Context: an optimization exercise on an open-source flow, tuned for small area, a short achievable clock period and few clock cycles per item. The choices shown serve that exercise and are no tape-out recipe.
Function was not checked in any run shown here: the RTL went through the layout flow alone.

==> flow/design.v, too long to show whole: its modules and the start of the top module <==
// module mul_tree: 1213 lines
// module fa: 4 lines
// module bpp: 3 lines
// module ha: 4 lines
// module proc: 225 lines
module proc(
    i_clk    ,
    i_rstn   ,
    i_en     ,
    i_grant_rd  ,
    i_grant_wr  ,
    i_valid  ,
    i_instr ,
    i_data ,
    o_addr  ,
    o_finish ,
    o_req_rd,
    o_req_wr,
    o_ack    ,
    o_data   ,
    o_wr_size ,
    o_busy
);
  // ...
==> flow/run.sh <==
#!/bin/bash
# synth_recipe.tcl (not shown) runs the flow's synth.tcl, then flattens the netlist and writes it again
# the make line also repeats each setting of config.mk as NAME=value (left out here)
make -C /OpenROAD-flow-scripts/flow DESIGN_CONFIG=/design/flow/config.mk WORK_HOME=/design/flow/orfs CLKGATE_MAP_FILE= SYNTH_SCRIPT=/design/flow/synth_recipe.tcl finish
==> flow/config.mk <==
export PLATFORM = sky130hd
export DESIGN_NAME = proc
export DESIGN_NICKNAME = proc
export VERILOG_FILES = /design/flow/design.v
export SDC_FILE = /design/flow/constraint.sdc
export NUM_CORES = 4
export LEC_CHECK = 0
export ABC_CLOCK_PERIOD_IN_PS = 3500
export CAP_MARGIN = 20
export CORE_MARGIN = 2
export CORE_UTILIZATION = 55
export SETUP_SLACK_MARGIN = 5
export SLEW_MARGIN = 20
export SYNTH_HIERARCHICAL = 1
==> flow/constraint.sdc <==
create_clock -name core_clock -period 11.0 [get_ports {i_clk}]
set_input_delay 2.2000 -clock core_clock [delete_from_list [all_inputs] [get_ports {i_clk}]]
set_output_delay 2.2000 -clock core_clock [all_outputs]
set_load 0.01 [all_outputs]
==> summary.txt, run 1 <==
number of multi-input combinational cells 3384; run status no timing/DRC/antenna violations; Arrival @ worst endpoint roughly 6.3 ns; Plain + repair buffers between 400 and 500; fraction of area in multi-input gates between 50% and 60%; clk tree area frac just under 5%; Largest area class, layout multi-input gates; initial DRC count about 4100; # clock sinks approximately 680; Min-Delay Startpoint s0_lane[0]$_DFFE_PN0P_; fraction of the yosys area taken by sequential cells about two fifths; final instance count without filler cells between 5000 and 6000; post-place setup slack 3.81 ns; Setup Fix Bufs, Post-CTS 15; hold-fix buffer count after cts 0; most utilized layer in the global route result met1; kind of start point of the critical path input port; post-DR vias/cell 6.35; M1 GR Usage around 53%; global placement routability congestion just under 1; commonest cells in the netlist xnor2_1, edfxtp_1, nand2_1, o21ai_0, nor2_1; endpoint kind of the worst setup timing path flop; final global-route overflow total 0; number of sequential storage elements roughly 700
==> module proc, before the edit <==
module proc(
    i_clk    ,
    i_rstn   ,
    i_en     ,
    i_grant_rd  ,
    i_grant_wr  ,
    i_valid  ,
    i_instr ,
    i_data ,
    o_addr  ,
    o_finish ,
    o_req_rd,
    o_req_wr,
    o_ack    ,
    o_data   ,
    o_wr_size ,
    o_busy
);
    input  [25:0] i_instr;
    input i_clk  ;
    input i_rstn ;
    input i_en   ;
    input i_grant_rd ;
    input i_grant_wr ;
    input i_valid ;
    output o_finish;
    output o_req_rd;
    output o_req_wr;
    output o_busy;
    output o_ack ;
    output [23:0] o_addr ;
    output [2:0] o_wr_size;
    input  [127:0] i_data  ;
    output [127:0] o_data;
    localparam INSTR_LD    = 2'd0;
    localparam INSTR_INFO  = 2'd1;
    localparam INSTR_STORE = 2'd2;
    wire [1:0]  opc     = i_instr[25:24];
    wire [23:0] payload = i_instr[23:0];
    reg busy_r, fin_r, ack_r;
    reg s_ld1, s_ld2, s_info, s_store;    
    reg run;                              
    reg rq_rd, rq_wr;                     
    reg rb;                               
    reg rdperm;                           
    reg rd_done;                          
    reg [1:0] inflight;                   
    reg rfull;                            
    reg seq_act;                          
    reg [1:0] seq_lane;                   
    reg s0_v, s1_v;                       
    reg [1:0] s0_lane, s1_lane;
    reg [23:0] addr_a, addr_b, addr_w;
    reg [19:0] rcnt;                      
    reg        rfrac;                     
    reg [2:0]  wsz_last;                  
    reg [1:0]  op;
    reg [127:0] areg, breg, rreg;
    reg [31:0]  s0_a;                     
    reg [15:0]  s0_one, s0_two, s0_neg;   
    reg [31:0]  s1_r0, s1_r1, s1_r2;
    wire is_mul = (op == 2'd2);
    wire is_sub = op[0];
    wire acc_ld1   = s_ld1   & i_valid & (opc == INSTR_LD);
    wire acc_ld2   = s_ld2   & i_valid & (opc == INSTR_LD);
    wire acc_info  = s_info  & i_valid & (opc == INSTR_INFO);
    wire acc_store = s_store & i_valid & (opc == INSTR_STORE);
    wire rd_g = rq_rd & i_grant_rd;
    wire wr_g = rq_wr & i_grant_wr;
    wire commit  = s1_v & ~(s1_lane == 2'd0 & rfull & ~wr_g);
    wire rewind  = s1_v & ~commit;
    wire commit0 = commit & (s1_lane == 2'd0);
    wire commit3 = commit & (s1_lane == 2'd3);
    wire complete   = (rb & ~is_mul) | commit3;
    wire rfull_nx   = (rfull & ~wr_g) | complete;
    wire rdperm_nx  = (rdperm & ~rd_g) | (is_mul ? commit0 : wr_g);
    wire rz = (rcnt == 20'd0);
    wire r1 = (rcnt == 20'd1);
    wire rlast = rfrac ? rz : (rz | r1);              
    wire rd_done_nx = rd_done | (rb & rlast);
    wire wlast = rd_done & (inflight == 2'd1);        
    wire fin_now = wr_g & wlast;
    wire wr_nx = run & ~fin_now & rfull_nx & ~rd_g;
    wire rd_nx = run & ~fin_now & ~wr_nx & ~rd_done_nx & rdperm_nx & ~rd_g;
    always @(posedge i_clk or negedge i_rstn) begin
        if (!i_rstn) begin
            busy_r <= 1'b0; fin_r <= 1'b0; ack_r <= 1'b0;
            s_ld1 <= 1'b0; s_ld2 <= 1'b0; s_info <= 1'b0; s_store <= 1'b0;
            run <= 1'b0; rq_rd <= 1'b0; rq_wr <= 1'b0; rb <= 1'b0;
            rdperm <= 1'b0; rd_done <= 1'b0; inflight <= 2'd0; rfull <= 1'b0;
            seq_act <= 1'b0; seq_lane <= 2'd0; s1_v <= 1'b0; s1_lane <= 2'd0;
            s0_v <= 1'b0; s0_lane <= 2'd0;
        end else begin
            ack_r <= acc_ld1 | acc_ld2 | acc_info | acc_store;
            if (!busy_r) begin
                if (i_en) begin
                    busy_r <= 1'b1;
                    s_ld1  <= 1'b1;
                end
            end
            if (acc_ld1)  begin s_ld1  <= 1'b0; s_ld2   <= 1'b1; end
            if (acc_ld2)  begin s_ld2  <= 1'b0; s_info  <= 1'b1; end
            if (acc_info) begin s_info <= 1'b0; s_store <= 1'b1; end
            if (acc_store) begin
                s_store  <= 1'b0;
                run      <= 1'b1;
                rq_rd    <= 1'b1;
                rdperm   <= 1'b1;
                rd_done  <= 1'b0;
                inflight <= 2'd0;
                rfull    <= 1'b0;
            end
            if (run) begin
                rq_rd    <= rd_nx;
                rq_wr    <= wr_nx;
                rb       <= rd_g;
                rdperm   <= rdperm_nx;
                rd_done  <= rd_done_nx;
                rfull    <= rfull_nx;
                inflight <= inflight + {1'b0, rb} - {1'b0, wr_g};
                if (fin_now) begin
                    run   <= 1'b0;
                    fin_r <= 1'b1;
                end
            end
            if (fin_r & i_valid) begin
                fin_r  <= 1'b0;
                busy_r <= 1'b0;
            end
            s1_v    <= s0_v & ~rewind;
            s1_lane <= s0_lane;
            if (rb & is_mul) begin
                s0_v <= 1'b1; s0_lane <= 2'd0;
                seq_act <= 1'b1; seq_lane <= 2'd1;
            end else if (rewind) begin
                s0_v <= 1'b1; s0_lane <= 2'd0;
                seq_act <= 1'b1; seq_lane <= 2'd1;
            end else if (seq_act) begin
                s0_v <= 1'b1; s0_lane <= seq_lane;
                seq_lane <= seq_lane + 2'd1;
                if (seq_lane == 2'd3) seq_act <= 1'b0;
            end else begin
                s0_v <= 1'b0;
            end
        end
    end
    wire [1:0] ld_lane = (rb | rewind) ? 2'd0 : seq_lane;
    reg [31:0] ld_a, ld_b;
    always @(*) begin
        case (ld_lane)
            2'd0: begin ld_a = areg[31:0];   ld_b = breg[31:0];   end
            2'd1: begin ld_a = areg[63:32];  ld_b = breg[63:32];  end
            2'd2: begin ld_a = areg[95:64];  ld_b = breg[95:64];  end
            default: begin ld_a = areg[127:96]; ld_b = breg[127:96]; end
        endcase
        if (rb) ld_b = i_data[31:0];
    end
    wire [32:0] bx = {ld_b, 1'b0};
    reg [15:0] enc_one, enc_two, enc_neg;
    integer ej;
    always @(*) begin
        for (ej = 0; ej < 16; ej = ej + 1) begin
            enc_one[ej] = bx[2*ej+1] ^ bx[2*ej];
            enc_two[ej] = (bx[2*ej+2] & ~bx[2*ej+1] & ~bx[2*ej]) | (~bx[2*ej+2] & bx[2*ej+1] & bx[2*ej]);
            enc_neg[ej] = bx[2*ej+2];
        end
    end
    wire [31:0] t_r0, t_r1, t_r2;
    mul_tree u_mul (.a(s0_a), .one(s0_one), .two(s0_two), .neg(s0_neg), .r0(t_r0), .r1(t_r1), .r2(t_r2));
    wire [31:0] prod = s1_r0 + s1_r1 + s1_r2;
    wire [127:0] addsub;
    genvar gi;
    generate
        for (gi = 0; gi < 4; gi = gi + 1) begin : g_as
            assign addsub[32*gi +: 32] = is_sub ? (areg[32*gi +: 32] - i_data[32*gi +: 32])
                                                : (areg[32*gi +: 32] + i_data[32*gi +: 32]);
        end
    endgenerate
    always @(posedge i_clk) begin
        if (s_ld1)   addr_a <= payload;
        if (s_ld2)   addr_b <= payload;
        if (s_info) begin
            rcnt     <= payload[23:4];
            rfrac    <= |payload[3:2];
            wsz_last <= (payload[3:2] != 2'd0) ? {1'b0, payload[3:2]}
                                               : ((payload[23:4] == 20'd0) ? 3'd0 : 3'd4);
            op       <= payload[1:0];
        end
        if (s_store) addr_w <= payload;
        if (run) begin
            if (rb) begin
                addr_a <= addr_a + 24'd128;
                addr_b <= addr_b + 24'd128;
                rcnt   <= rcnt - 20'd1;
            end
            if (wr_g) addr_w <= addr_w + 24'd128;
        end
        if (rq_rd) areg <= i_data;
        if (rb)    breg <= i_data;
        s0_a   <= ld_a;
        s0_one <= enc_one;
        s0_two <= enc_two;
        s0_neg <= enc_neg;
        s1_r0 <= t_r0;
        s1_r1 <= t_r1;
        s1_r2 <= t_r2;
        if (rb & ~is_mul) rreg <= addsub;
        else if (commit) begin
            case (s1_lane)
                2'd0: rreg[31:0]   <= prod;
                2'd1: rreg[63:32]  <= prod;
                2'd2: rreg[95:64]  <= prod;
                default: rreg[127:96] <= prod;
            endcase
        end
    end
    assign o_busy    = busy_r;
    assign o_finish  = fin_r;
    assign o_ack     = ack_r;
    assign o_req_rd  = rq_rd;
    assign o_req_wr  = rq_wr;
    assign o_data    = rreg;
    assign o_addr    = rb ? addr_b : (rq_wr ? addr_w : addr_a);
    assign o_wr_size = wlast ? wsz_last : 3'd4;
endmodule
==> run 2, diff against run 1 <==
--- a/flow/design.v
+++ b/flow/design.v
@@ -1,9 +1,9 @@
-module mul_tree(input [31:0] a, input [15:0] one, input [15:0] two, input [15:0] neg, output [31:0] r0, r1, r2);
+module mul_tree(input [31:0] a, input [15:0] one, input [15:0] two, input [15:0] neg, output [31:0] r0, r1, r2, r3);
 wire p1;
 wire p2;
 wire p3;
 wire p4;
 wire p5;
 wire p6;
 wire p7;
 wire p8;
@@ -671,17 +671,16 @@
 wire x670;
 wire x671;
 wire x672;
 wire x673;
 wire x674;
 wire x675;
 wire x676;
 wire x677;
-wire x678;
 wire one0 = one[0];
 wire two0 = two[0];
 wire neg0 = neg[0];
 bpp u_p1(.a1(a[0]), .a0(1'b0), .one(one0), .two(two0), .neg(neg0), .p(p1));
 bpp u_p2(.a1(a[1]), .a0(a[0]), .one(one0), .two(two0), .neg(neg0), .p(p2));
 bpp u_p3(.a1(a[2]), .a0(a[1]), .one(one0), .two(two0), .neg(neg0), .p(p3));
 bpp u_p4(.a1(a[3]), .a0(a[2]), .one(one0), .two(two0), .neg(neg0), .p(p4));
 bpp u_p5(.a1(a[4]), .a0(a[3]), .one(one0), .two(two0), .neg(neg0), .p(p5));
@@ -1147,17 +1146,17 @@
 fa u_s567(.a(p256), .b(p262), .c(p28), .s(s567), .co(c568));
 fa u_s569(.a(p58), .b(p86), .c(c538), .s(s569), .co(c570));
 fa u_s571(.a(c540), .b(c542), .c(c544), .s(s571), .co(c572));
 fa u_s573(.a(c546), .b(s561), .c(s563), .s(s573), .co(c574));
 fa u_s575(.a(s565), .b(s567), .c(c548), .s(s575), .co(c576));
 fa u_s577(.a(c550), .b(c552), .c(s569), .s(s577), .co(c578));
 fa u_s579(.a(s571), .b(s573), .c(c554), .s(s579), .co(c580));
 fa u_s581(.a(s575), .b(c556), .c(s577), .s(s581), .co(c582));
-ha u_s583(.a(c558), .b(s579), .s(s583), .co(c584));
+ha u_s583(.a(s579), .b(c558), .s(s583), .co(c584));
 fa u_s585(.a(neg14), .b(p113), .c(p137), .s(s585), .co(c586));
 fa u_s587(.a(p159), .b(p179), .c(p197), .s(s587), .co(c588));
 fa u_s589(.a(p213), .b(p227), .c(p239), .s(s589), .co(c590));
 fa u_s591(.a(p249), .b(p257), .c(p263), .s(s591), .co(c592));
 fa u_s593(.a(p267), .b(p29), .c(p59), .s(s593), .co(c594));
 fa u_s595(.a(p87), .b(c562), .c(c564), .s(s595), .co(c596));
 fa u_s597(.a(c566), .b(c568), .c(s585), .s(s597), .co(c598));
 fa u_s599(.a(s587), .b(s589), .c(s591), .s(s599), .co(c600));
@@ -1201,32 +1200,32 @@
 assign x670 = p90 ^ c638 ^ c640;
 assign x671 = c642 ^ c644 ^ c646;
 assign x672 = x665 ^ x666 ^ x667;
 assign x673 = x668 ^ x669 ^ c648;
 assign x674 = c650 ^ x670 ^ x671;
 assign x675 = x672 ^ c652 ^ c654;
 assign x676 = x673 ^ x674 ^ c656;
 assign x677 = x675 ^ c658 ^ x676;
-assign x678 = c660 ^ x677;
-assign r0 = {c662, c636, c608, c584, s581, s557, s533, s511, s489, s469, s449, c414, c400, s397, s381, s367, c344, c330, c322, s319, c304, c294, c290, s285, c278, c276, p64, p5, p34, neg1, p2, neg0};
-assign r1 = {c664, s661, s633, s609, c560, c536, c514, c492, c472, c452, c434, s431, s415, c384, c370, c356, s353, s341, s331, c312, s309, s301, s295, s287, s281, s279, c274, p63, p4, p3, 1'b0, p1};
-assign r2 = {x678, s663, s635, s607, s583, s559, s535, s513, s491, s471, s451, s433, s413, s399, s383, s369, s355, s343, s329, s321, s311, s303, s293, s289, s283, s277, s275, s273, 1'b0, p33, 1'b0, 1'b0};
+assign r0 = {c660, c636, c608, c584, s581, s557, s533, s511, s489, s469, s449, c414, c400, s397, s381, s367, c344, c330, c322, s319, c304, c294, c290, s285, c278, c276, p64, p5, p34, neg1, p2, neg0};
+assign r1 = {x677, s661, s633, s609, c560, c536, c514, c492, c472, c452, c434, s431, s415, c384, c370, c356, s353, s341, s331, c312, s309, s301, s295, s287, s281, s279, c274, p63, p4, p3, 1'b0, p1};
+assign r2 = {c662, s663, s635, s607, s583, s559, s535, s513, s491, s471, s451, s433, s413, s399, s383, s369, s355, s343, s329, s321, s311, s303, s293, s289, s283, s277, s275, s273, 1'b0, p33, 1'b0, 1'b0};
+assign r3 = {c664, 1'b0, 1'b0, 1'b0, 1'b0, 1'b0, 1'b0, 1'b0, 1'b0, 1'b0, 1'b0, 1'b0, 1'b0, 1'b0, 1'b0, 1'b0, 1'b0, 1'b0, 1'b0, 1'b0, 1'b0, 1'b0, 1'b0, 1'b0, 1'b0, 1'b0, 1'b0, 1'b0, 1'b0, 1'b0, 1'b0, 1'b0};
 endmodule
 module fa(input a, input b, input c, output s, output co);
   assign s = a ^ b ^ c;
   assign co = (a & b) | (a & c) | (b & c);
 endmodule
-module bpp(input a1, input a0, input one, input two, input neg, output p);
-  assign p = ((one & a1) | (two & a0)) ^ neg;
-endmodule
 module ha(input a, input b, output s, output co);
   assign s = a ^ b;
   assign co = a & b;
 endmodule
+module bpp(input a1, input a0, input one, input two, input neg, output p);
+  assign p = ((one & a1) | (two & a0)) ^ neg;
+endmodule
 module proc(
     i_clk    ,
     i_rstn   ,
     i_en     ,
     i_grant_rd  ,
     i_grant_wr  ,
     i_valid  ,
     i_instr ,
@@ -1261,16 +1260,17 @@
     localparam INSTR_STORE = 2'd2;
     wire [1:0]  opc     = i_instr[25:24];
     wire [23:0] payload = i_instr[23:0];
     reg busy_r, fin_r, ack_r;
     reg s_ld1, s_ld2, s_info, s_store;    
     reg run;                              
     reg rq_rd, rq_wr;                     
     reg rb;                               
+    reg rb_o;                             
     reg rdperm;                           
     reg rd_done;                          
     reg [1:0] inflight;                   
     reg rfull;                            
     reg seq_act;                          
     reg [1:0] seq_lane;                   
     reg s0_v, s1_v;                       
     reg [1:0] s0_lane, s1_lane;
@@ -1278,16 +1278,17 @@
     reg [19:0] rcnt;                      
     reg        rfrac;                     
     reg [2:0]  wsz_last;                  
     reg [1:0]  op;
     reg [127:0] areg, breg, rreg;
     reg [31:0]  s0_a;                     
     reg [15:0]  s0_one, s0_two, s0_neg;   
     reg [31:0]  s1_r0, s1_r1, s1_r2;
+    reg         s1_r3;
     wire is_mul = (op == 2'd2);
     wire is_sub = op[0];
     wire acc_ld1   = s_ld1   & i_valid & (opc == INSTR_LD);
     wire acc_ld2   = s_ld2   & i_valid & (opc == INSTR_LD);
     wire acc_info  = s_info  & i_valid & (opc == INSTR_INFO);
     wire acc_store = s_store & i_valid & (opc == INSTR_STORE);
     wire rd_g = rq_rd & i_grant_rd;
     wire wr_g = rq_wr & i_grant_wr;
@@ -1305,17 +1306,17 @@
     wire wlast = rd_done & (inflight == 2'd1);        
     wire fin_now = wr_g & wlast;
     wire wr_nx = run & ~fin_now & rfull_nx & ~rd_g;
     wire rd_nx = run & ~fin_now & ~wr_nx & ~rd_done_nx & rdperm_nx & ~rd_g;
     always @(posedge i_clk or negedge i_rstn) begin
         if (!i_rstn) begin
             busy_r <= 1'b0; fin_r <= 1'b0; ack_r <= 1'b0;
             s_ld1 <= 1'b0; s_ld2 <= 1'b0; s_info <= 1'b0; s_store <= 1'b0;
-            run <= 1'b0; rq_rd <= 1'b0; rq_wr <= 1'b0; rb <= 1'b0;
+            run <= 1'b0; rq_rd <= 1'b0; rq_wr <= 1'b0; rb <= 1'b0; rb_o <= 1'b0;
             rdperm <= 1'b0; rd_done <= 1'b0; inflight <= 2'd0; rfull <= 1'b0;
             seq_act <= 1'b0; seq_lane <= 2'd0; s1_v <= 1'b0; s1_lane <= 2'd0;
             s0_v <= 1'b0; s0_lane <= 2'd0;
         end else begin
             ack_r <= acc_ld1 | acc_ld2 | acc_info | acc_store;
             if (!busy_r) begin
                 if (i_en) begin
                     busy_r <= 1'b1;
@@ -1333,16 +1334,17 @@
                 rd_done  <= 1'b0;
                 inflight <= 2'd0;
                 rfull    <= 1'b0;
             end
             if (run) begin
                 rq_rd    <= rd_nx;
                 rq_wr    <= wr_nx;
                 rb       <= rd_g;
+                rb_o     <= rd_g & run;
                 rdperm   <= rdperm_nx;
                 rd_done  <= rd_done_nx;
                 rfull    <= rfull_nx;
                 inflight <= inflight + {1'b0, rb} - {1'b0, wr_g};
                 if (fin_now) begin
                     run   <= 1'b0;
                     fin_r <= 1'b1;
                 end
@@ -1352,28 +1354,28 @@
                 busy_r <= 1'b0;
             end
             s1_v    <= s0_v & ~rewind;
             s1_lane <= s0_lane;
             if (rb & is_mul) begin
                 s0_v <= 1'b1; s0_lane <= 2'd0;
                 seq_act <= 1'b1; seq_lane <= 2'd1;
             end else if (rewind) begin
-                s0_v <= 1'b1; s0_lane <= 2'd0;
-                seq_act <= 1'b1; seq_lane <= 2'd1;
+                s0_v <= 1'b0;
+                seq_act <= 1'b1; seq_lane <= 2'd0;
             end else if (seq_act) begin
                 s0_v <= 1'b1; s0_lane <= seq_lane;
                 seq_lane <= seq_lane + 2'd1;
                 if (seq_lane == 2'd3) seq_act <= 1'b0;
             end else begin
                 s0_v <= 1'b0;
             end
         end
     end
-    wire [1:0] ld_lane = (rb | rewind) ? 2'd0 : seq_lane;
+    wire [1:0] ld_lane = rb ? 2'd0 : seq_lane;
     reg [31:0] ld_a, ld_b;
     always @(*) begin
         case (ld_lane)
             2'd0: begin ld_a = areg[31:0];   ld_b = breg[31:0];   end
             2'd1: begin ld_a = areg[63:32];  ld_b = breg[63:32];  end
             2'd2: begin ld_a = areg[95:64];  ld_b = breg[95:64];  end
             default: begin ld_a = areg[127:96]; ld_b = breg[127:96]; end
         endcase
@@ -1384,25 +1386,26 @@
     integer ej;
     always @(*) begin
         for (ej = 0; ej < 16; ej = ej + 1) begin
             enc_one[ej] = bx[2*ej+1] ^ bx[2*ej];
             enc_two[ej] = (bx[2*ej+2] & ~bx[2*ej+1] & ~bx[2*ej]) | (~bx[2*ej+2] & bx[2*ej+1] & bx[2*ej]);
             enc_neg[ej] = bx[2*ej+2];
         end
     end
-    wire [31:0] t_r0, t_r1, t_r2;
-    mul_tree u_mul (.a(s0_a), .one(s0_one), .two(s0_two), .neg(s0_neg), .r0(t_r0), .r1(t_r1), .r2(t_r2));
-    wire [31:0] prod = s1_r0 + s1_r1 + s1_r2;
+    wire [31:0] t_r0, t_r1, t_r2, t_r3;
+    mul_tree u_mul (.a(s0_a), .one(s0_one), .two(s0_two), .neg(s0_neg), .r0(t_r0), .r1(t_r1), .r2(t_r2),
+                    .r3(t_r3));
+    wire [31:0] prod = s1_r0 + s1_r1 + s1_r2 + {s1_r3, 31'd0};
     wire [127:0] addsub;
     genvar gi;
     generate
         for (gi = 0; gi < 4; gi = gi + 1) begin : g_as
-            assign addsub[32*gi +: 32] = is_sub ? (areg[32*gi +: 32] - i_data[32*gi +: 32])
-                                                : (areg[32*gi +: 32] + i_data[32*gi +: 32]);
+            addsub32 u_as (.a(areg[32*gi +: 32]), .b(i_data[32*gi +: 32]), .sub(is_sub),
+                           .y(addsub[32*gi +: 32]));
         end
     endgenerate
     always @(posedge i_clk) begin
         if (s_ld1)   addr_a <= payload;
         if (s_ld2)   addr_b <= payload;
         if (s_info) begin
             rcnt     <= payload[23:4];
             rfrac    <= |payload[3:2];
@@ -1423,27 +1426,52 @@
         if (rb)    breg <= i_data;
         s0_a   <= ld_a;
         s0_one <= enc_one;
         s0_two <= enc_two;
         s0_neg <= enc_neg;
         s1_r0 <= t_r0;
         s1_r1 <= t_r1;
         s1_r2 <= t_r2;
+        s1_r3 <= t_r3[31];
         if (rb & ~is_mul) rreg <= addsub;
         else if (commit) begin
             case (s1_lane)
                 2'd0: rreg[31:0]   <= prod;
                 2'd1: rreg[63:32]  <= prod;
                 2'd2: rreg[95:64]  <= prod;
                 default: rreg[127:96] <= prod;
             endcase
         end
     end
     assign o_busy    = busy_r;
     assign o_finish  = fin_r;
     assign o_ack     = ack_r;
     assign o_req_rd  = rq_rd;
     assign o_req_wr  = rq_wr;
     assign o_data    = rreg;
-    assign o_addr    = rb ? addr_b : (rq_wr ? addr_w : addr_a);
+    assign o_addr    = rb_o ? addr_b : (rq_wr ? addr_w : addr_a);
     assign o_wr_size = wlast ? wsz_last : 3'd4;
 endmodule
+module addsub32(input [31:0] a, input [31:0] b, input sub, output [31:0] y);
+    wire [31:0] bx = b ^ {32{sub}};
+    wire [31:0] p0 = a ^ bx;
+    wire [31:0] g [0:5];
+    wire [31:0] p [0:5];
+    assign g[0] = {a[30:0] & bx[30:0], sub};
+    assign p[0] = {p0[30:0], 1'b0};
+    genvar l, q;
+    generate
+        for (l = 0; l < 5; l = l + 1) begin : g_lvl
+            for (q = 0; q < 32; q = q + 1) begin : g_pos
+                if ((q >> l) & 1) begin : g_join
+                    localparam integer J = ((q >> l) << l) - 1;
+                    assign g[l+1][q] = g[l][q] | (p[l][q] & g[l][J]);
+                    assign p[l+1][q] = p[l][q] & p[l][J];
+                end else begin : g_pass
+                    assign g[l+1][q] = g[l][q];
+                    assign p[l+1][q] = p[l][q];
+                end
+            end
+        end
+    endgenerate
+    assign y = p0 ^ g[5];
+endmodule
==> flow/flow/run.sh (new file) <==
#!/bin/bash
# Own flow: the standard ORFS flow (standard.sh, unchanged synthesis), with
#  - the port buffers made as sky130_fd_sc_hd__buf_1 instead of the default delay buffer,
#  - timing repair (floorplan, CTS, global route) aiming at extra setup slack.
# The make output goes to make.log; ORFS writes each step's log under orfs/logs/.
set -euo pipefail
export BUFFER_PORTS_ARGS="-buffer_cell sky130_fd_sc_hd__buf_1"
export SETUP_SLACK_MARGIN=7
bash standard.sh > make.log 2>&1
==> flow/standard.sh (new file) <==
#!/bin/bash
# synth_recipe.tcl (not shown) runs the flow's synth.tcl, then flattens the netlist and writes it again
# the make line also repeats each setting of config.mk as NAME=value (left out here)
make -C /OpenROAD-flow-scripts/flow DESIGN_CONFIG=/design/flow/config.mk WORK_HOME=/design/flow/orfs CLKGATE_MAP_FILE= SYNTH_SCRIPT=/design/flow/synth_recipe.tcl "${@:-finish}"
==> flow/config.mk (replaced) <==
export PLATFORM = sky130hd
export DESIGN_NAME = proc
export DESIGN_NICKNAME = proc
export VERILOG_FILES = /design/flow/design.v
export SDC_FILE = /design/flow/constraint.sdc
export NUM_CORES = 4
export LEC_CHECK = 0
export ABC_CLOCK_PERIOD_IN_PS = 3500
export CAP_MARGIN = 20
export CORE_MARGIN = 2
export CORE_UTILIZATION = 55
export SLEW_MARGIN = 20
export SYNTH_HIERARCHICAL = 1
removed: flow/run.sh
==> run 2 against run 1 <==
Compared with the run above: hold slack better by 0.0056 ns; count of clock-buffer cells in the layout is 2 lower; global-route usage is 0.51 points higher; fmax is 32% higher; die area is 1.9% lower; final cell count is 4.4% lower; first-iteration DRC count is 16% lower; routed wire length is 0.19% lower; largest cell class unchanged; clock skew is 0.00086 ns higher; highest routed layer unchanged.
==> summary.txt, run 2 <==
port buffer count 319 (unchanged); transition time at the pin with the least slew margin 1.20 ns (was 1.15 ns); CTS Root Cell clkbuf_16 (unchanged); number of pins exceeding their max-slew limit in the final report 0 (unchanged); M1 GR Usage 52.3% (was 53.0%); instance area at placement 47600 um^2 (was 50500 um^2); biggest registers after layout areg (128), breg (128), rreg (128) (unchanged); post-synthesis instance area 45500 um^2 (was 46400 um^2); standard cell core area 82000 um^2 (was 83600 um^2); accumulated negative setup slack 0 ns (unchanged); cells along the critical path buf_6, xor2_1, ha_1, a21o_1, a32o_2, a21oi_4, o21a_4, inv_6, a311oi_4, buf_4, o21ai_1, xnor2_1, o22ai_1, nor2_1 (was clkdlybuf4s50_1, inv_1, ha_1, nand2b_1, nor3_2, nand2b_1, buf_4, buf_4, nor2_1, nor2_1, xnor2_1, ha_1, a21o_1, a2111oi_0, a31oi_1, a21oi_2, o41ai_2, o31ai_1, xnor2_1, o21ai_0); number of nets in the layout 4996 (was 5210); Starting Density 55.5% (was 55.6%); Die Span X 292 um (was 295 um); Final setup violation count 0 (unchanged); number of placement rows 105 (was 106); vias in the first global route 33400 (was 34600); number of antenna violations at the first check in global routing 31 (was 28); # clock sinks 685 (was 683); final global-route overflow total 0 (unchanged); vertical die dimension 292 um (was 295 um); detailed-placement wirelength estimate 108000 um (was 114000 um); data required time at the worst endpoint 11.39 ns (was 11.34 ns); CTS H-tree lvls 3 (unchanged); most frequent cells in the layout edfxtp_1, xnor2_1, a22oi_2 (was xnor2_1, edfxtp_1, nand2_1); class of the tightest hold or removal check flop to flop (unchanged); critical register-to-register path startpoint op[0]$_DFFE_PP_ (was s1_r0[0]$_DFF_P_); number of clock buffers inserted by TritonCTS 78 (unchanged); RSZ-0062 raised after global routing yes (unchanged); largest incremental delay on the critical path 0.41 ns (was 0.55 ns); post-detailed-route DRC marker count 0 (unchanged); top-level port count 320 (unchanged); critical path fanouts, max 3 (was 5); final-report hold violation count 0 (unchanged); wire length of the first global-routing pass 225000 um (was 226000 um); Setup Crit Path Kind input port to flop (unchanged); achievable clock frequency 221 MHz (was 168 MHz); Post-Syn Instances 3973 (was 4356); total number of vias 34500 (was 36900); Slowest cell on crit path a311oi_4 (was a2111oi_0); mean routed wirelength per cell 27.9 um (was 26.7 um); run status no timing/DRC/antenna violations (unchanged); maximum clock insertion buffer count 3 (unchanged); hold-fix buffer count after cts 0 (unchanged); synthesized area per cell 11.5 um^2 (was 10.7 um^2); area of all placed cells without fillers 53500 um^2 (was 53800 um^2); met3 track utilization from global routing 8.08% (was 6.80%); max-capacitance violation count 0 (unchanged); CP delay by family, top compound AO/OA/AOI/OAI gates (unchanged); CTS tree done (unchanged); maximum number of pins on one net before global-route repair 68 (was 126); clock transition at the registers of the reported paths 0.06 ns (was 0.05 ns); endpoint kind of the worst setup timing path flop (unchanged); Skew-Pair Late Insertion Delay 0.66 ns (was 0.65 ns); initial DRC count 3472 (was 4136); post-DR vias/cell 6.21 (was 6.35); Worst Skew 0.0408 ns (was 0.0400 ns); most common cell after layout, fill and taps aside edfxtp_1 (was xnor2_1); Min-Delay Startpoint s0_lane[1]$_DFFE_PN0P_ (was s0_lane[0]$_DFFE_PN0P_); total routed wirelength 155000 um (about the same); length of the first detailed-routing pass in iterations 6 (was 5); number of nets still failing antenna checks after routing 0 (unchanged); Arrival @ worst endpoint 4.91 ns (was 6.30 ns); WHS Endpoint s1_lane[1]$_DFF_PN0_ (was s1_lane[0]$_DFF_PN0_); Hold Path Cell Cnt 0 (unchanged); global placement routability congestion 0.968 (was 0.994); fin worst setup slack 6.48 ns (was 5.03 ns); Synth warnings 8 (was 7); max_slew headroom 19.3% (was 21.3%); GRT Resource Usage Total 35.8% (was 35.3%); flop-to-flop setup slack 6.68 ns (was 5.55 ns); time the worst path needs with I/O delays and setup 4.52 ns (was 5.97 ns); endpoint of the worst-slack reg-to-reg timing path rreg[57]$_DFFE_PP_ (was rreg[127]$_DFFE_PP_); most utilized layer in the global route result met2 (was met1); Worst Reg2Reg Path Length in Cells 16 (was 15); fin crit share 41.1% (was 54.2%); Worst Path Buf+Inv 3 (was 4); layout cells sized above 1 24.0% (was 13.5%); post-place setup slack 5.70 ns (was 3.81 ns); met2 track demand over resource in global routing 52.6% (was 50.4%); Die Footprint 85100 um^2 (was 86700 um^2); Layout area overhead 17.5% (was 15.8%); kind of start point of the critical path input port (unchanged)
## run 2: stage by stage
step	instances	hold slack, ns	utilization, %
after global routing	5552	0.391	65.2
final	5555	0.380	65.2
after floorplan	3992	0.354	-
after global placement	5243	0.366	58.0
after detailed placement	5243	0.368	58.0
after CTS	5488	0.384	63.6
## run 2: layout make-up
type / count / area [um^2]
Fill cell: 6530 / 28500
Clock buffer: 103 / 2180
Antenna cell: 15 / 37.5
Clock inverter: 43 / 537
Inverter: 227 / 867
Tap cell: 1070 / 1340
Multi-Input combinational cell: 2866 / 27100
Sequential cell: 685 / 18000
Timing Repair Buffer: 546 / 3410
## run 2: worst register-to-register path: cells and delay by family, from the launching register on
kind                     cells  cell delay [ns]
AND/OR/NAND/NOR              2             0.34
XOR/XNOR                     2             0.40
flip-flops                   1             0.32
adder cells (fa/ha/maj)      1             0.43
AO/OA/AOI/OAI                6             1.12
buffers and inverters        5             1.43
## run 2: how the worst max path moves through the flow
stage | slack, ns | start | cells past startpoint | to
6_report | 6.48 | i_data[98] | 14 | rreg[127]$_DFFE_PP_
5_1_grt | 6.43 | i_data[98] | 14 | rreg[127]$_DFFE_PP_
4_1_cts | 6.65 | i_data[72] | 15 | rreg[89]$_DFFE_PP_
3_5_place_dp | 5.70 | i_data[97] | 14 | rreg[125]$_DFFE_PP_
3_3_place_gp | 5.79 | i_data[97] | 14 | rreg[125]$_DFFE_PP_
2_1_floorplan | 6.46 | i_data[106] | 13 | rreg[125]$_DFFE_PP_
## run 2: timing repair
item | in CTS | in global routing
setup endpoints to repair | 116 | 124
resized for setup | 267 | 215
hold endpoints to repair | 0 | 0
setup buffers | 96 | 52
cloned | 3 | 0
pin swaps | 122 | 99
## run 2: metal layers
metal	share of wire, %	vias up
met4	3.3	32
met1	43	17300
met2	44	1723
li1	-	15200
met5	0.13	-
met3	9.6	303
==> run 3, diff against run 2 <==
==> flow/run.sh (new file) <==
#!/bin/bash
# synth_recipe.tcl (not shown) runs the flow's synth.tcl, then flattens the netlist and writes it again
# the make line also repeats each setting of config.mk as NAME=value (left out here)
make -C /OpenROAD-flow-scripts/flow DESIGN_CONFIG=/design/flow/config.mk WORK_HOME=/design/flow/orfs CLKGATE_MAP_FILE= SYNTH_SCRIPT=/design/flow/synth_recipe.tcl finish
--- a/flow/config.mk
+++ b/flow/config.mk
@@ -10,4 +10,5 @@
 export CORE_MARGIN = 2
 export CORE_UTILIZATION = 55
+export SETUP_SLACK_MARGIN = 5
 export SLEW_MARGIN = 20
 export SYNTH_HIERARCHICAL = 1
removed: flow/flow/run.sh
removed: flow/standard.sh
==> run 3 against run 2 <==
Compared with the run above: still clean on timing, DRC and antenna; sequential cell count unchanged; area after synthesis unchanged; die area unchanged; design area down 2.5%; global-route usage down 0.75 points; first-iteration DRC count down 1.1%; synthesized cell count unchanged; register-to-register slack worse by 0.55 ns; fmax down 13%; hold slack worse by 0.0066 ns; non-clock buffer count down 155; highest routed layer unchanged.
==> summary.txt, run 3 <==
run status no timing/DRC/antenna violations (unchanged); Synth warnings 8 (unchanged); CTS Root Cell clkbuf_16 (unchanged); synthesized area per cell 11.5 um^2 (unchanged); maximum clock insertion buffer count 3 (unchanged); CTS tree done (unchanged); Setup Fix Bufs, Post-CTS 0 (was 96); data required time at the worst endpoint 11.46 ns (was 11.39 ns); post-synthesis instance area 45500 um^2 (unchanged); number of nets in the layout 4841 (was 4996); port buffer count 319 (unchanged); max_slew headroom 23.7% (was 19.3%); Min-Delay Startpoint s0_lane[1]$_DFFE_PN0P_ (unchanged); total number of vias 33700 (was 34500); accumulated negative setup slack 0 ns (unchanged); Arrival @ worst endpoint 5.67 ns (was 4.91 ns); number of clock buffers inserted by TritonCTS 78 (unchanged); Starting Density 55.5% (unchanged); layout cells sized above 1 14.3% (was 24.0%); WHS Endpoint s1_lane[1]$_DFF_PN0_ (unchanged); area of combinational cells with multiple inputs 25500 um^2 (was 27100 um^2); global placement routability congestion 0.983 (was 0.968); Die Span X 292 um (unchanged); Final setup violation count 0 (unchanged); number of placement rows 105 (unchanged); top-level port count 320 (unchanged); Setup Crit Path Kind input port to flop (unchanged); achievable clock frequency 192 MHz (was 221 MHz); Post-Syn Instances 3973 (unchanged); CTS H-tree lvls 3 (unchanged); number of fillers in the final layout 6675 (was 6530); RSZ-0062 raised after global routing no (was yes); post-DR vias/cell 6.25 (was 6.21); # clock sinks 685 (unchanged); length of the first detailed-routing pass in iterations 5 (was 6); final-report hold violation count 0 (unchanged); Layout area overhead 14.6% (was 17.5%); vertical die dimension 292 um (unchanged); number of pins exceeding their max-slew limit in the final report 0 (unchanged); critical path fanouts, max 4 (was 3); utilization of the core after routing 63.6% (was 65.2%); endpoint kind of the worst setup timing path flop (unchanged); post-detailed-route DRC marker count 0 (unchanged); maximum number of pins on one net before global-route repair 150 (was 68); Worst Skew 0.0611 ns (was 0.0408 ns); final global-route overflow total 0 (unchanged); critical register-to-register path startpoint op[0]$_DFFE_PP_ (unchanged); mean routed wirelength per cell 27.8 um (was 27.9 um); standard cell core area 82000 um^2 (unchanged); most common cell after layout, fill and taps aside edfxtp_1 (unchanged); Skew-Pair Late Insertion Delay 0.66 ns (about the same); wire length of the first global-routing pass 220000 um (was 225000 um); fin crit share 47.3% (was 41.1%); detailed-placement wirelength estimate 106000 um (was 108000 um); number of nets still failing antenna checks after routing 0 (unchanged); number of antenna violations at the first check in global routing 20 (was 31); total routed wirelength 150000 um (was 155000 um); biggest registers after layout areg (128), breg (128), rreg (128) (unchanged); area used by sequential logic in the layout 18000 um^2 (about the same); Gates resized, CTS repair 0 (was 267); flop-to-flop setup slack 6.13 ns (was 6.68 ns); time the worst path needs with I/O delays and setup 5.20 ns (was 4.52 ns); most frequent cells in the layout edfxtp_1, xnor2_1, clkdlybuf4s50_1 (was edfxtp_1, xnor2_1, a22oi_2); kind of start point of the critical path input port (unchanged); hold-fix buffer count after cts 0 (unchanged); max-capacitance violation count 0 (unchanged); Die Footprint 85100 um^2 (unchanged); initial DRC count 3434 (was 3472); GRT Resource Usage Total 35.1% (was 35.8%); vias in the first global route 32900 (was 33400); endpoint of the worst-slack reg-to-reg timing path rreg[29]$_DFFE_PP_ (was rreg[57]$_DFFE_PP_); class of the tightest hold or removal check flop to flop (unchanged); Worst Reg2Reg Path Length in Cells 15 (was 16); Hold Path Cell Cnt 0 (unchanged); transition time at the pin with the least slew margin 1.14 ns (was 1.20 ns); clock transition at the registers of the reported paths 0.06 ns (about the same)
## run 3: metrics by stage
stage | cell area (um^2) | setup slack [ns] | instances | hold slack [ns]
2_1_floorplan | 45600 | 5.46 | 3992 | 0.354
3_3_place_gp | 49500 | 5.23 | 5238 | 0.363
3_5_place_dp | 49500 | 5.24 | 5238 | 0.363
4_1_cts | 52100 | 5.89 | 5384 | 0.374
5_1_grt | 52100 | 5.55 | 5393 | 0.390
6_report | 52100 | 5.80 | 5393 | 0.374
## run 3: worst max-delay path, stage by stage
cell and delay [ns]:
clkdlybuf4s50_1 0.51, xor2_1 0.17, ha_1 0.31, a21oi_1 0.44
o21bai_1 0.13, a311oi_1 0.38, o21a_2 0.32, inv_2 0.11
a311oi_4 0.31, o21ai_0 0.18, xnor2_1 0.32, o22ai_1 0.16
nor2_1 0.12
## run 3: worst max path at each step
stage	depth (start not counted)	end	slack [ns]	from
6_report	13	rreg[95]$_DFFE_PP_	5.80	i_data[72]
2_1_floorplan	5	rreg[64]$_DFFE_PP_	5.46	rb$_DFFE_PN0P_
3_5_place_dp	14	rreg[20]$_DFFE_PP_	5.24	i_data[8]
5_1_grt	14	rreg[85]$_DFFE_PP_	5.55	i_data[72]
4_1_cts	14	rreg[30]$_DFFE_PP_	5.89	i_data[8]
3_3_place_gp	13	rreg[26]$_DFFE_PP_	5.23	i_data[8]
## run 3: routing by layer
| layer | routed length, um | up-vias | GRT usage [%] |
|---|---|---|---|
| met3 | 14800 | 300 | 7.82 |
| met5 | 114 | - | 0 |
| li1 | - | 14800 | - |
| met1 | 65300 | 16800 | 51.5 |
| met2 | 64300 | 1712 | 51.2 |
| met4 | 5180 | 18 | 12.1 |
## run 3: area by class of cell
class | count | area share [%]
multi-input cells | 2866 | 49.0
flip-flops and latches | 685 | 34.5
repair buffers | 391 | 7.20
clock buffers | 105 | 4.00
well taps | 1070 | 2.57
inverters | 227 | 1.63
clock inverters | 41 | 1.08
diodes | 8 | 0.0384
==> run 4, diff against run 3 <==
--- a/flow/design.v
+++ b/flow/design.v
@@ -1266,5 +1266,5 @@
     reg rq_rd, rq_wr;                     
     reg rb;                               
-    reg rb_o;                             
+    reg hold_a;                           
     reg rdperm;                           
     reg rd_done;                          
@@ -1276,13 +1276,16 @@
     reg [1:0] s0_lane, s1_lane;
     reg [23:0] addr_a, addr_b, addr_w;
+    reg [23:0] oaddr;                     
+    reg [2:0]  wsz;                       
     reg [19:0] rcnt;                      
     reg        rfrac;                     
     reg [2:0]  wsz_last;                  
     reg [1:0]  op;
-    reg [127:0] areg, breg, rreg;
+    reg [127:0] areg, rreg;
+    reg [127:32] breg;                    
     reg [31:0]  s0_a;                     
     reg [15:0]  s0_one, s0_two, s0_neg;   
-    reg [31:0]  s1_r0, s1_r1, s1_r2;
-    reg         s1_r3;
+    reg [31:0]  s1_r0, s1_r1, s1_r2;      
+    reg         s1_r3;                    
     wire is_mul = (op == 2'd2);
     wire is_sub = op[0];
@@ -1294,33 +1297,34 @@
     wire wr_g = rq_wr & i_grant_wr;
     wire commit  = s1_v & ~(s1_lane == 2'd0 & rfull & ~wr_g);
-    wire rewind  = s1_v & ~commit;
+    wire replay  = s1_v & ~commit;
     wire commit0 = commit & (s1_lane == 2'd0);
     wire commit3 = commit & (s1_lane == 2'd3);
-    wire complete   = (rb & ~is_mul) | commit3;
+    wire confirm    = is_mul ? commit0 : rb;           
+    wire complete   = (rb & ~is_mul) | commit3;        
     wire rfull_nx   = (rfull & ~wr_g) | complete;
-    wire rdperm_nx  = (rdperm & ~rd_g) | (is_mul ? commit0 : wr_g);
+    wire rdperm_nx  = (rdperm & ~rd_g) | (is_mul ? (commit0 | replay) : wr_g);
     wire rz = (rcnt == 20'd0);
     wire r1 = (rcnt == 20'd1);
-    wire rlast = rfrac ? rz : (rz | r1);              
-    wire rd_done_nx = rd_done | (rb & rlast);
-    wire wlast = rd_done & (inflight == 2'd1);        
+    wire rlast = rfrac ? rz : (rz | r1);               
+    wire rd_done_nx = rd_done | (confirm & rlast);
+    wire [1:0] inflight_nx = inflight + {1'b0, confirm} - {1'b0, wr_g};
+    wire wlast = rd_done & (inflight == 2'd1);         
     wire fin_now = wr_g & wlast;
-    wire wr_nx = run & ~fin_now & rfull_nx & ~rd_g;
-    wire rd_nx = run & ~fin_now & ~wr_nx & ~rd_done_nx & rdperm_nx & ~rd_g;
+    wire wr_nx = ~fin_now & rfull_nx & ~rd_g;
+    wire rd_nx = ~fin_now & ~wr_nx & ~rd_done_nx & rdperm_nx & ~rd_g;
+    wire hold_a_nx = rd_g | (hold_a & ~((rb & ~is_mul) | (seq_act & seq_lane == 2'd2) | replay));
     always @(posedge i_clk or negedge i_rstn) begin
         if (!i_rstn) begin
             busy_r <= 1'b0; fin_r <= 1'b0; ack_r <= 1'b0;
             s_ld1 <= 1'b0; s_ld2 <= 1'b0; s_info <= 1'b0; s_store <= 1'b0;
-            run <= 1'b0; rq_rd <= 1'b0; rq_wr <= 1'b0; rb <= 1'b0; rb_o <= 1'b0;
+            run <= 1'b0; rq_rd <= 1'b0; rq_wr <= 1'b0; rb <= 1'b0; hold_a <= 1'b0;
             rdperm <= 1'b0; rd_done <= 1'b0; inflight <= 2'd0; rfull <= 1'b0;
-            seq_act <= 1'b0; seq_lane <= 2'd0; s1_v <= 1'b0; s1_lane <= 2'd0;
-            s0_v <= 1'b0; s0_lane <= 2'd0;
+            seq_act <= 1'b0; seq_lane <= 2'd0;
+            s0_v <= 1'b0; s0_lane <= 2'd0; s1_v <= 1'b0; s1_lane <= 2'd0;
         end else begin
             ack_r <= acc_ld1 | acc_ld2 | acc_info | acc_store;
-            if (!busy_r) begin
-                if (i_en) begin
-                    busy_r <= 1'b1;
-                    s_ld1  <= 1'b1;
-                end
+            if (!busy_r && i_en) begin
+                busy_r <= 1'b1;
+                s_ld1  <= 1'b1;
             end
             if (acc_ld1)  begin s_ld1  <= 1'b0; s_ld2   <= 1'b1; end
@@ -1335,4 +1339,5 @@
                 inflight <= 2'd0;
                 rfull    <= 1'b0;
+                hold_a   <= 1'b0;
             end
             if (run) begin
@@ -1340,9 +1345,9 @@
                 rq_wr    <= wr_nx;
                 rb       <= rd_g;
-                rb_o     <= rd_g & run;
+                hold_a   <= hold_a_nx;
                 rdperm   <= rdperm_nx;
                 rd_done  <= rd_done_nx;
                 rfull    <= rfull_nx;
-                inflight <= inflight + {1'b0, rb} - {1'b0, wr_g};
+                inflight <= inflight_nx;
                 if (fin_now) begin
                     run   <= 1'b0;
@@ -1354,12 +1359,12 @@
                 busy_r <= 1'b0;
             end
-            s1_v    <= s0_v & ~rewind;
+            s1_v    <= s0_v & ~replay;
             s1_lane <= s0_lane;
-            if (rb & is_mul) begin
+            if (replay) begin
+                s0_v <= 1'b0;
+                seq_act <= 1'b0;
+            end else if (rb & is_mul) begin
                 s0_v <= 1'b1; s0_lane <= 2'd0;
                 seq_act <= 1'b1; seq_lane <= 2'd1;
-            end else if (rewind) begin
-                s0_v <= 1'b0;
-                seq_act <= 1'b1; seq_lane <= 2'd0;
             end else if (seq_act) begin
                 s0_v <= 1'b1; s0_lane <= seq_lane;
@@ -1371,12 +1376,16 @@
         end
     end
-    wire [1:0] ld_lane = rb ? 2'd0 : seq_lane;
     reg [31:0] ld_a, ld_b;
     always @(*) begin
-        case (ld_lane)
-            2'd0: begin ld_a = areg[31:0];   ld_b = breg[31:0];   end
-            2'd1: begin ld_a = areg[63:32];  ld_b = breg[63:32];  end
-            2'd2: begin ld_a = areg[95:64];  ld_b = breg[95:64];  end
-            default: begin ld_a = areg[127:96]; ld_b = breg[127:96]; end
+        case (rb ? 2'd0 : seq_lane)
+            2'd0: ld_a = areg[31:0];
+            2'd1: ld_a = areg[63:32];
+            2'd2: ld_a = areg[95:64];
+            default: ld_a = areg[127:96];
+        endcase
+        case (seq_lane)
+            2'd2: ld_b = breg[95:64];
+            2'd3: ld_b = breg[127:96];
+            default: ld_b = breg[63:32];
         endcase
         if (rb) ld_b = i_data[31:0];
@@ -1404,6 +1413,13 @@
         end
     endgenerate
+    wire [23:0] addr_a_nx = confirm ? addr_a + 24'd128 : addr_a;
+    wire [23:0] addr_w_nx = wr_g ? addr_w + 24'd128 : addr_w;
+    wire [23:0] oaddr_nx  = rd_g ? addr_b : (wr_nx ? addr_w_nx : addr_a_nx);
+    wire [2:0]  wsz_nx    = (rd_done_nx & inflight_nx == 2'd1) ? wsz_last : 3'd4;
     always @(posedge i_clk) begin
-        if (s_ld1)   addr_a <= payload;
+        if (s_ld1) begin
+            addr_a <= payload;
+            oaddr  <= payload;
+        end
         if (s_ld2)   addr_b <= payload;
         if (s_info) begin
@@ -1416,13 +1432,15 @@
         if (s_store) addr_w <= payload;
         if (run) begin
-            if (rb) begin
-                addr_a <= addr_a + 24'd128;
+            addr_a <= addr_a_nx;
+            addr_w <= addr_w_nx;
+            oaddr  <= oaddr_nx;
+            wsz    <= wsz_nx;
+            if (confirm) begin
                 addr_b <= addr_b + 24'd128;
                 rcnt   <= rcnt - 20'd1;
             end
-            if (wr_g) addr_w <= addr_w + 24'd128;
         end
-        if (rq_rd) areg <= i_data;
-        if (rb)    breg <= i_data;
+        if (!hold_a) areg <= i_data;
+        if (rb)      breg <= i_data[127:32];
         s0_a   <= ld_a;
         s0_one <= enc_one;
@@ -1449,13 +1467,16 @@
     assign o_req_wr  = rq_wr;
     assign o_data    = rreg;
-    assign o_addr    = rb_o ? addr_b : (rq_wr ? addr_w : addr_a);
-    assign o_wr_size = wlast ? wsz_last : 3'd4;
+    assign o_addr    = oaddr;
+    assign o_wr_size = wsz;
 endmodule
 module addsub32(input [31:0] a, input [31:0] b, input sub, output [31:0] y);
-    wire [31:0] bx = b ^ {32{sub}};
-    wire [31:0] p0 = a ^ bx;
+    wire [31:0] as = a ^ {32{sub}};
+    wire [31:0] ga = a & {32{~sub}};       
+    wire [31:0] gb = a & {32{sub}};        
+    wire [31:0] p0 = as ^ b;               
+    wire [31:0] g0 = (b & ga) | (~b & gb);  
     wire [31:0] g [0:5];
     wire [31:0] p [0:5];
-    assign g[0] = {a[30:0] & bx[30:0], sub};
+    assign g[0] = {g0[30:0], sub};
     assign p[0] = {p0[30:0], 1'b0};
     genvar l, q;
==> flow/flow/run.sh (new file) <==
#!/bin/bash
# Own flow: the standard ORFS flow (standard.sh, unchanged synthesis), with
#  - the port buffers made as sky130_fd_sc_hd__buf_1 instead of the default delay buffer,
#  - timing repair (floorplan, CTS, global route) aiming at extra setup slack.
# The make output goes to make.log; ORFS writes each step's log under orfs/logs/.
set -euo pipefail
export BUFFER_PORTS_ARGS="-buffer_cell sky130_fd_sc_hd__buf_1"
export SETUP_SLACK_MARGIN=7
bash standard.sh > make.log 2>&1
==> flow/standard.sh (new file) <==
#!/bin/bash
# synth_recipe.tcl (not shown) runs the flow's synth.tcl, then flattens the netlist and writes it again
# the make line also repeats each setting of config.mk as NAME=value (left out here)
make -C /OpenROAD-flow-scripts/flow DESIGN_CONFIG=/design/flow/config.mk WORK_HOME=/design/flow/orfs CLKGATE_MAP_FILE= SYNTH_SCRIPT=/design/flow/synth_recipe.tcl "${@:-finish}"
--- a/flow/config.mk
+++ b/flow/config.mk
@@ -10,5 +10,5 @@
 export CORE_MARGIN = 2
 export CORE_UTILIZATION = 55
-export SETUP_SLACK_MARGIN = 5
+export CTS_BUF_LIST = sky130_fd_sc_hd__clkbuf_4 sky130_fd_sc_hd__clkbuf_8
 export SLEW_MARGIN = 20
 export SYNTH_HIERARCHICAL = 1
removed: flow/run.sh
==> run 4 against run 3 <==
Compared with the run above: routed wire length up 11%; sequential share of layout area down 2.2 points; die area up 7.3%; sequential cell count down 5; register-to-register slack better by 0.92 ns; non-clock buffer count up 67; first-iteration DRC count up 16%; highest routed layer unchanged.
==> summary.txt, run 4 <==
Skew-Pair Late Insertion Delay 0.84 ns (was 0.66 ns); length of the first detailed-routing pass in iterations 5 (unchanged); WHS Endpoint s1_lane[0]$_DFF_PN0_ (was s1_lane[1]$_DFF_PN0_); final instance count without filler cells 6156 (was 5393); endpoint kind of the worst setup timing path flop (unchanged); post-synthesis instance area 48900 um^2 (was 45500 um^2); run status no timing/DRC/antenna violations (unchanged); # clock sinks 680 (was 685); Min-Delay Startpoint s0_lane[0]$_DFFE_PN0P_ (was s0_lane[1]$_DFFE_PN0P_); Post-Syn Instances 4469 (was 3973); most common cell after layout, fill and taps aside edfxtp_1 (unchanged); instance area at placement 51800 um^2 (was 49500 um^2); Die Span X 302 um (was 292 um); vertical die dimension 302 um (was 292 um); critical path fanouts, max 4 (unchanged); number of nets in the layout 5584 (was 4841); Final setup violation count 0 (unchanged); number of fillers in the final layout 7284 (was 6675); CTS H-tree lvls 3 (unchanged); top-level port count 320 (unchanged); biggest registers after layout areg (128), rreg (128), breg (96) (was areg (128), breg (128), rreg (128)); Setup Crit Path Kind input port to flop (unchanged); final global-route overflow total 0 (unchanged); Synth warnings 8 (unchanged); synthesized area per cell 10.9 um^2 (was 11.5 um^2); kind of start point of the critical path input port (unchanged); data required time at the worst endpoint 11.55 ns (was 11.46 ns); accumulated negative setup slack 0 ns (unchanged); total number of vias 37900 (was 33700); port buffer count 319 (unchanged); Layout area overhead 15.3% (was 14.6%); post-DR vias/cell 6.16 (was 6.25); detailed-placement wirelength estimate 116000 um (was 106000 um); transition time at the pin with the least slew margin 1.13 ns (was 1.14 ns); flop-to-flop setup slack 7.05 ns (was 6.13 ns); Worst Skew 0.0636 ns (was 0.0611 ns); maximum clock insertion buffer count 3 (unchanged); Worst Reg2Reg Path Length in Cells 13 (was 15); startpoint of the worst setup timing path i_data[12] (was i_data[72]); number of placement rows 109 (was 105); Hold Path Cell Cnt 0 (unchanged); number of clock buffers inserted by TritonCTS 120 (was 78); cell total after placement 5855 (was 5238); max-capacitance violation count 0 (unchanged); class of the tightest hold or removal check flop to flop (unchanged); Worst Hold Slack 0.377 ns (was 0.374 ns); endpoint of the worst-slack reg-to-reg timing path rreg[76]$_DFFE_PP_ (was rreg[29]$_DFFE_PP_); GRT Resource Usage Total 35.8% (was 35.1%); clock transition at the registers of the reported paths 0.06 ns (about the same); final-report hold violation count 0 (unchanged); area of combinational cells with multiple inputs 30500 um^2 (was 25500 um^2); post-detailed-route DRC marker count 0 (unchanged); vias in the first global route 36000 (was 32900); RSZ-0062 raised after global routing yes (was no); total routed wirelength 167000 um (was 150000 um); number of nets still failing antenna checks after routing 0 (unchanged); number of antenna violations at the first check in global routing 30 (was 20); achievable clock frequency 248 MHz (was 192 MHz); CTS Root Cell clkbuf_8 (was clkbuf_16); number of pins exceeding their max-slew limit in the final report 0 (unchanged); area used by sequential logic in the layout 18200 um^2 (was 18000 um^2); Starting Density 55.4% (was 55.5%); utilization of the core after routing 63.8% (was 63.6%); most frequent cells in the layout edfxtp_1, xnor2_1, ha_1 (was edfxtp_1, xnor2_1, clkdlybuf4s50_1); global placement routability congestion 0.999 (was 0.983); standard cell core area 88200 um^2 (was 82000 um^2); area of all placed cells without fillers 56300 um^2 (was 52100 um^2); hold-fix buffer count after cts 0 (unchanged); critical register-to-register path startpoint s1_r0[2]$_DFF_P_ (was op[0]$_DFFE_PP_); max_slew headroom 24.5% (was 23.7%); initial DRC count 3970 (was 3434); Die Footprint 91200 um^2 (was 85100 um^2); layout cells sized above 1 21.0% (was 14.3%); wire length of the first global-routing pass 240000 um (was 220000 um); CTS tree done (unchanged); maximum number of pins on one net before global-route repair 76 (was 150); Arrival @ worst endpoint 4.59 ns (was 5.67 ns); time the worst path needs with I/O delays and setup 4.04 ns (was 5.20 ns); fin crit share 36.7% (was 47.3%); mean routed wirelength per cell 27.1 um (was 27.8 um)
==> run 4: cell count changes in the layout (fill, tap and decap cells not counted), sizes merged, moves of 53 or more <==
cell | before | now
o21ai | 165 | 218
buf | 72 | 416
clkdlybuf4s50 | 319 | 0
ha | 215 | 352
clkbuf | 105 | 209
nand2 | 258 | 324
xnor2 | 379 | 476
==> run 4: cell type report <==
cell class | instances | area share [%]
diodes | 13 | 0.0578
clock buffers | 171 | 3.80
clock inverters | 58 | 0.835
inverters | 241 | 1.64
multi-input cells | 3370 | 54.1
flip-flops and latches | 680 | 32.3
well taps | 1165 | 2.59
repair buffers | 458 | 4.67
==> run 4: worst max path at each step <==
stage	end	slack, ns	cells past startpoint
2_1_floorplan	rreg[127]$_DFFE_PP_	4.11	11
3_3_place_gp	rreg[95]$_DFFE_PP_	5.72	10
3_5_place_dp	rreg[95]$_DFFE_PP_	5.69	10
4_1_cts	rreg[16]$_DFFE_PP_	6.96	14
5_1_grt	rreg[95]$_DFFE_PP_	6.94	12
6_report	rreg[31]$_DFFE_PP_	6.96	10
==> run 4: stage by stage <==
stage	setup WS, ns
2_1_floorplan	4.11
3_3_place_gp	5.72
3_5_place_dp	5.69
4_1_cts	6.96
5_1_grt	6.94
6_report	6.96
==> run 4: timing repair <==
action                     4_1_cts  5_1_grt
cloned                           5        2
buffers inserted                21       31
setup endpoints to repair       79       95
gates resized for setup         73      235
pin swaps                       21       78
==> run 4: routing by layer <==
metal | share of wire, % | global-route usage (%) | vias to the layer above | wire length [um]
met1 | 43 | 51.6 | 18800 | 72000
li1 | - | - | 16900 | -
met3 | 9.9 | 8.83 | 366 | 16600
met4 | 4.1 | 13.9 | 22 | 6870
met2 | 43 | 51.8 | 1846 | 71100
met5 | 0.079 | 0 | - | 132
==> run 4: critical path, cell delays in order <==
cell and delay (ns):
buf_8 0.11, xor2_4 0.15, or2_4 0.24, or4_4 0.57
nor3_4 0.23, a32oi_4 0.19, a211oi_4 0.37, a21oi_2 0.10
xnor2_1 0.13, a211o_1 0.29
==> run 5, diff against run 4 <==
--- a/flow/config.mk
+++ b/flow/config.mk
@@ -10,5 +10,4 @@
 export CORE_MARGIN = 2
 export CORE_UTILIZATION = 55
-export CTS_BUF_LIST = sky130_fd_sc_hd__clkbuf_4 sky130_fd_sc_hd__clkbuf_8
 export SLEW_MARGIN = 20
 export SYNTH_HIERARCHICAL = 1
==> run 5 against run 4 <==
Compared with the run above: area after synthesis did not move; count of clock-buffer cells in the layout fell by 65; clock skew fell by 0.030 ns; critical endpoint is now rreg[95]$_DFFE_PP_.
==> summary.txt, run 5 <==
Starting Density 55.4% (unchanged); critical path fanouts, max 4 (unchanged); Die Span X 302 um (unchanged); Skew-Pair Late Insertion Delay 0.67 ns (was 0.84 ns); stages on the worst setup path 10 (unchanged); top-level port count 320 (unchanged); CTS tree done (unchanged); final-report hold violation count 0 (unchanged); total routed wirelength 168000 um (was 167000 um); achievable clock frequency 240 MHz (was 248 MHz); fin worst setup slack 6.83 ns (was 6.96 ns); Arrival @ worst endpoint 4.59 ns (about the same); length of the first detailed-routing pass in iterations 6 (was 5); biggest registers after layout areg (128), rreg (128), breg (96) (unchanged); CTS H-tree lvls 3 (unchanged); max-capacitance violation count 0 (unchanged); time the worst path needs with I/O delays and setup 4.17 ns (was 4.04 ns); number of nets in the layout 5572 (was 5584); detailed-placement wirelength estimate 116000 um (unchanged); number of placement rows 109 (unchanged); Final setup violation count 0 (unchanged); total number of vias 38000 (was 37900); port buffer count 319 (unchanged); Layout area overhead 17.1% (was 15.3%); Worst Reg2Reg Path Length in Cells 10 (was 13); Die Footprint 91200 um^2 (unchanged); Slowest cell on crit path mux2i_1 (was or4_4); vias in the first global route 36200 (was 36000); GRT Resource Usage Total 36.0% (was 35.8%); max_slew headroom 24.9% (was 24.5%); synthesized area per cell 10.9 um^2 (unchanged); maximum number of pins on one net before global-route repair 76 (unchanged); CTS Root Cell clkbuf_16 (was clkbuf_8); wire length of the first global-routing pass 241000 um (was 240000 um); Post-Syn Instances 4469 (unchanged); number of fillers in the final layout 7166 (was 7284); most common cell after layout, fill and taps aside edfxtp_1 (unchanged); fin crit share 37.9% (was 36.7%); vertical die dimension 302 um (unchanged); endpoint kind of the worst setup timing path flop (unchanged); post-DR vias/cell 6.23 (was 6.16); number of pins exceeding their max-slew limit in the final report 0 (unchanged); data required time at the worst endpoint 11.42 ns (was 11.55 ns); # clock sinks 680 (unchanged); cells along the critical path buf_1, mux2i_1, a2111oi_0, a21oi_1, o221ai_1, nand2_1, o211ai_1, a21oi_2, xnor2_1, a211o_1 (was buf_8, xor2_4, or2_4, or4_4, nor3_4, a32oi_4, a211oi_4, a21oi_2, xnor2_1, a211o_1); clock transition at the registers of the reported paths 0.07 ns (was 0.06 ns); number of nets still failing antenna checks after routing 0 (unchanged); initial DRC count 4118 (was 3970); largest incremental delay on the critical path 0.57 ns (about the same); mean routed wirelength per cell 27.5 um (was 27.1 um); maximum clock insertion buffer count 3 (unchanged); global placement routability congestion 0.999 (unchanged); post-synthesis instance area 48900 um^2 (unchanged); kind of start point of the critical path input port (unchanged); CP delay by family, top compound AO/OA/AOI/OAI gates (was simple AND/OR/NAND/NOR gates); transition time at the pin with the least slew margin 1.13 ns (about the same); Setup Crit Path Kind input port to flop (unchanged); Worst Skew 0.0332 ns (was 0.0636 ns); final global-route overflow total 0 (unchanged); accumulated negative setup slack 0 ns (unchanged); post-detailed-route DRC marker count 0 (unchanged); Hold Path Cell Cnt 0 (unchanged); post-place setup slack 5.69 ns (unchanged); Synth warnings 8 (unchanged); standard cell core area 88200 um^2 (unchanged); most frequent cells in the layout edfxtp_1, xnor2_1, ha_1 (unchanged); Worst Path Buf+Inv 1 (unchanged); layout cells sized above 1 21.5% (was 21.0%); number of antenna violations at the first check in global routing 29 (was 30); class of the tightest hold or removal check flop to flop (unchanged); run status no timing/DRC/antenna violations (unchanged); number of clock buffers inserted by TritonCTS 79 (was 120); RSZ-0062 raised after global routing yes (unchanged)
[run 5: changes by cell type in the layout (fill, tap and decap cells not counted), sizes merged]
cell      previous run  this run
clkinv              48        25
buf                416       465
inv                242       245
diode               13        12
clkinvlp             3         4
bufbuf               4         3
clkbuf             209       125
[run 5: through the flow]
step                      utilization [%]  hold slack (ns)  area (um^2)  std cells
after floorplan                         -            0.354        49700       4488
after global placement               58.7            0.359        51800       5855
after detailed placement             58.7            0.361        51800       5855
after CTS                            63.3            0.375        55900       6053
after global routing                 64.8            0.382        57200       6097
final                                64.8            0.378        57200       6100
[run 5: final cells by class]
type                            count  area (um^2)  area share [%]
Timing Repair Buffer              487         3060            5.35
Clock buffer                      106         2230            3.91
Sequential cell                   680        18200            31.8
Tap cell                         1165         1460            2.55
Multi-Input combinational cell   3370        31000            54.1
Clock inverter                     39          367           0.641
Inverter                          241          916            1.60
Antenna cell                       12         30.0          0.0525
[run 5: metal layers]
layer | vias up | part of all wire, % | global-route usage (%)
met4 | 14 | 4.1 | 14.5
met2 | 1805 | 43 | 52.0
met1 | 18900 | 43 | 51.6
met5 | - | 0.056 | 0
li1 | 16900 | - | -
met3 | 369 | 10 | 8.84
[run 5: worst paths after layout]
kind | end | slack (ns) | from
max | rreg[95]$_DFFE_PP_ | 6.83 | i_data[87]
min | s1_lane[0]$_DFF_PN0_ | 0.38 | s0_lane[0]$_DFFE_PN0P_
max reg2reg | s1_r1[31]$_DFF_P_ | 7.02 | s0_a[1]$_DFF_P_
min reg2reg | s1_lane[0]$_DFF_PN0_ | 0.38 | s0_lane[0]$_DFFE_PN0P_
max in group asynchronous | rb$_DFFE_PN0P_ | 9.14 | i_rstn
min in group asynchronous | rq_wr$_DFFE_PN0P_ | 1.55 | i_rstn
[run 5: what timing repair did]
item	4_1_cts	5_1_grt
gates cloned	4	1
pin swaps	97	130
hold buffers	0	0
gates resized for setup	241	235
buffers inserted	49	34
setup endpoints to repair	90	96

==> re-timing with driven ports <==
In the flow no input, the clock included, has a driving cell. The finished layouts below were timed again as built, in two steps. Step 1 sets driving cells, clkbuf_16 on the clock port and buf_2 on the other inputs (assumed; they add their load-dependent delay and slew). Step 2, shift: input delay + t, output delay - t, t = (earliest + latest rising clock arrival at the registers) / 2. This alone moves slack from input paths to output paths. a / b / c = no drivers / after step 1 / after step 2; a / b = the first two.
| run | t (ns) | setup slack, ns | latest minus earliest clock arrival (ns) | worst slew at a driven data input, ns | cell pins on the clock port's net |
|---|---|---|---|---|---|
| run 1 | 0.704 | 5.035 / 5.081 / 4.377 | 0.043 / 0.043 | 0.14 | 1 |
| run 2 | 0.714 | 6.477 / 6.513 / 5.799 | 0.041 / 0.041 | 0.10 | 1 |
| run 3 | 0.708 | 5.795 / 5.840 / 5.133 | 0.061 / 0.061 | 0.12 | 1 |
| run 4 | 0.880 | 6.963 / 6.951 / 6.071 | 0.064 / 0.064 | 0.17 | 1 |
| run 5 | 0.726 | 6.826 / 6.874 / 6.149 | 0.033 / 0.033 | 0.16 | 1 |
After both steps every run listed still meets setup and hold. For run 4, which loses most, drivers alone change the setup slack by -0.012 ns; drivers and shift together by -0.892 ns.
